This is an optimization exercise on Yosys and OpenROAD, whose aim is small area, not a production implementation. Function was checked by simulation only, so behaviour that the tests miss may differ from the original. No driver is modelled on the clock port, so clocking that relies on it looks cheaper here than on a real chip. Power and IR drop assume default switching activity.

==> flow/design.v (excerpt) <==
module uart_string_loopback (
    input  wire clk,
    input  wire rst_n,
    input  wire rx,
    output wire tx
);
==> module uart_string_loopback, before the edit <==
module uart_string_loopback (
    input  wire clk,
    input  wire rst_n,
    input  wire rx,
    output wire tx
);
reg  [255:0] ring;
reg  [7:0]   cnt;
reg  [4:0]   write_ptr;
reg  [4:0]   read_ptr;
wire       hb, valid, frame;
wire [2:0] label;
wire [3:0] tph;
wire [4:0] wp_next = write_ptr + 5'd1;
wire full   = wp_next == read_ptr;
wire empty  = write_ptr == read_ptr;
wire start  = ~frame & ~empty;
wire sent   = ~frame | (tph != 4'd15 && tph > {1'b0, label});
wire wen    = (cnt == {wp_next, label}) & (~full | sent);
wire din    = wen ? hb : ring[255];
wire cap    = cnt == {read_ptr, tph[2:0]};
uart_rx uart_rx_inst (
    .clk(clk),
    .rst_n(rst_n),
    .rx(rx),
    .label(label),
    .hb(hb),
    .valid(valid)
);
uart_tx uart_tx_inst (
    .clk(clk),
    .rst_n(rst_n),
    .start(start),
    .cap(cap),
    .din(din),
    .tph(tph),
    .frame(frame),
    .tx(tx)
);
always @(posedge clk) begin
    ring <= {ring[254:0], din};
    cnt  <= {cnt[6:0], cnt[7] ^ cnt[5] ^ cnt[4] ^ cnt[3] ^ (cnt[6:0] == 7'd0)};
end
always @(posedge clk or negedge rst_n) begin
    if (!rst_n) begin
        write_ptr <= 5'd0;
        read_ptr  <= 5'd0;
    end else begin
        if (valid && !full)
            write_ptr <= wp_next;
        if (start)
            read_ptr <= read_ptr + 5'd1;
    end
end
endmodule
clock: 20.0 ns
lec_check: 0
cap_margin: 20
core_margin: 2
core_utilization: 60
slew_margin: 20
standard.sh (not shown) runs the stock make flow with config.mk's settings and CLKGATE_MAP_FILE= SYNTH_SCRIPT=/design/flow/synth_recipe.tcl, a recipe that flattens the netlist after the stock synthesis.
==> flow/flow/run.sh <==
#!/bin/bash
# Own layout flow: the standard synthesis, its logic remapped for area (the
# flip-flops untouched), then the standard layout of that netlist. Each tool
# writes its own log here.
set -euo pipefail
W=$PWD
F=$W/flow
LIB=$FLOW_HOME/platforms/sky130hd/lib/sky130_fd_sc_hd__tt_025C_1v80.lib
R=orfs/results/$FLOW_PLATFORM/uart_string_loopback/base

bash standard.sh synth > log_synth.log 2>&1
cp $R/1_2_yosys.v std_synth.v

# remap with each ABC script (in parallel), then take the smallest netlist
# that is proven equal to the standard one; keep the standard netlist if none
python3 $F/mkmap.py $LIB std_synth.v std_map.v > log_mkmap.log 2>&1
NET=$W/std_synth.v
for a in $F/abc_*.abc; do
  n=$(basename $a .abc)
  RS_LIB=$LIB RS_IN=std_synth.v RS_TOP=$FLOW_TOP RS_MAP=std_map.v RS_ABC=$a \
    RS_OUT=rs_$n.v yosys -c $F/resynth.tcl > log_resynth_$n.log 2>&1 &
done
wait || true
for n in $(for l in log_resynth_*.log; do
             a=$(grep "Chip area" $l | tail -1 | awk '{print $NF}')
             [[ -n $a ]] && echo "$a ${l#log_resynth_}"
           done | sort -g | awk '{print $2}'); do
  n=${n%.log}
  if python3 $F/mkmap.py $LIB rs_$n.v rs_${n}_map.v > log_mkmap_$n.log 2>&1 \
     && RS_LIB=$LIB RS_IN=std_synth.v RS_OUT=rs_$n.v RS_TOP=$FLOW_TOP RS_MAP=std_map.v \
       RS_MAP2=rs_${n}_map.v RS_FFMAP=$F/ffmap.v yosys -c $F/equiv.tcl > log_equiv_$n.log 2>&1; then
    NET=$W/rs_$n.v
    break
  fi
done
echo "netlist: $NET"

mv orfs orfs_std
ARGS=("SYNTH_NETLIST_FILES=$NET")
if [[ -f $F/cts_args ]]; then
  ARGS+=("CTS_ARGS=$(cat $F/cts_args)")
fi
if [[ -f $F/make_args ]]; then
  while IFS= read -r line; do
    [[ -n $line ]] && ARGS+=("$line")
  done < $F/make_args
fi
# POST_CTS_TCL: a leaf clock buffer whose flip-flops see a slow clock edge
# gets a larger cell
ARGS+=("POST_CTS_TCL=$F/fixclk.tcl")
bash standard.sh "${ARGS[@]}" finish > log_layout.log 2>&1
test -f out/final.def
Other scripts of this flow, unchanged in this note and not shown: flow/flow/abc_1.abc, flow/flow/abc_2.abc, flow/flow/abc_3.abc, flow/flow/abc_4.abc, flow/flow/cts_args, flow/flow/equiv.tcl, flow/flow/ffmap.v, flow/flow/fixclk.tcl, flow/flow/make_args, flow/flow/mkmap.py, flow/flow/resynth.tcl
Next try:
--- a/flow/design.v
+++ b/flow/design.v
@@ -104,13 +104,16 @@
 reg  [7:0]   cnt;
 reg  [4:0]   write_ptr;
 reg  [4:0]   read_ptr;
 wire       hb, valid, frame;
 wire [2:0] label;
 wire [3:0] tph;
-wire [4:0] wp_next = write_ptr + 5'd1;
+function [4:0] nxt(input [4:0] p);
+    nxt = {p[3:0], p[4] ^ p[2] ^ (p[3:0] == 4'd0)};
+endfunction
+wire [4:0] wp_next = nxt(write_ptr);
 wire full   = wp_next == read_ptr;
 wire empty  = write_ptr == read_ptr;
 wire start  = ~frame & ~empty;
 wire sent   = ~frame | (tph != 4'd15 && tph > {1'b0, label});
 wire wen    = (cnt == {wp_next, label}) & (~full | sent);
 wire din    = wen ? hb : ring[255];
@@ -142,10 +145,10 @@
         write_ptr <= 5'd0;
         read_ptr  <= 5'd0;
     end else begin
         if (valid && !full)
             write_ptr <= wp_next;
         if (start)
-            read_ptr <= read_ptr + 5'd1;
+            read_ptr <= nxt(read_ptr);
     end
 end
 endmodule
=>
- The changed run finished with timing, DRC and antenna clean
- setup slack gets better by 47 ps
- synthesized area came out lower slightly
- core utilization came out lower by 0.23 points
- flip-flop and latch count stays the same
- sequential share of layout area came out higher by 0.28 points
- design area came out lower slightly
- final cell count came out lower by a few percent
- register-to-register slack barely changes
- power came out lower by about a fifth
- via count came out lower by a few percent
- wire length came out lower by a few percent

afterwards: timing with drivers on the ports:
In the flow no input, the clock included, has a driving cell. The finished layouts below were timed again as built, in two steps.
Step 1 (the two cells are an assumption about what drives the block):
set clk [get_ports {clk}]
set_driving_cell -lib_cell sky130_fd_sc_hd__clkbuf_16 $clk
set_driving_cell -lib_cell sky130_fd_sc_hd__buf_2 [delete_from_list [all_inputs] $clk]
Step 2, shift: input delay + t, output delay - t, t = (earliest + latest rising clock arrival at the registers) / 2. This alone moves slack from input paths to output paths.
a / b / c = ideal ports / drivers / drivers and shift; a / b = the first two.
run	t (ns)	setup WS [ns]	latest minus earliest clock arrival (ns)
the first run	0.628	14.726 / 14.695 / 15.158	0.053 / 0.054
the second run	0.628	14.773 / 14.742 / 14.982	0.093 / 0.092
After both steps every run listed still meets setup and hold.
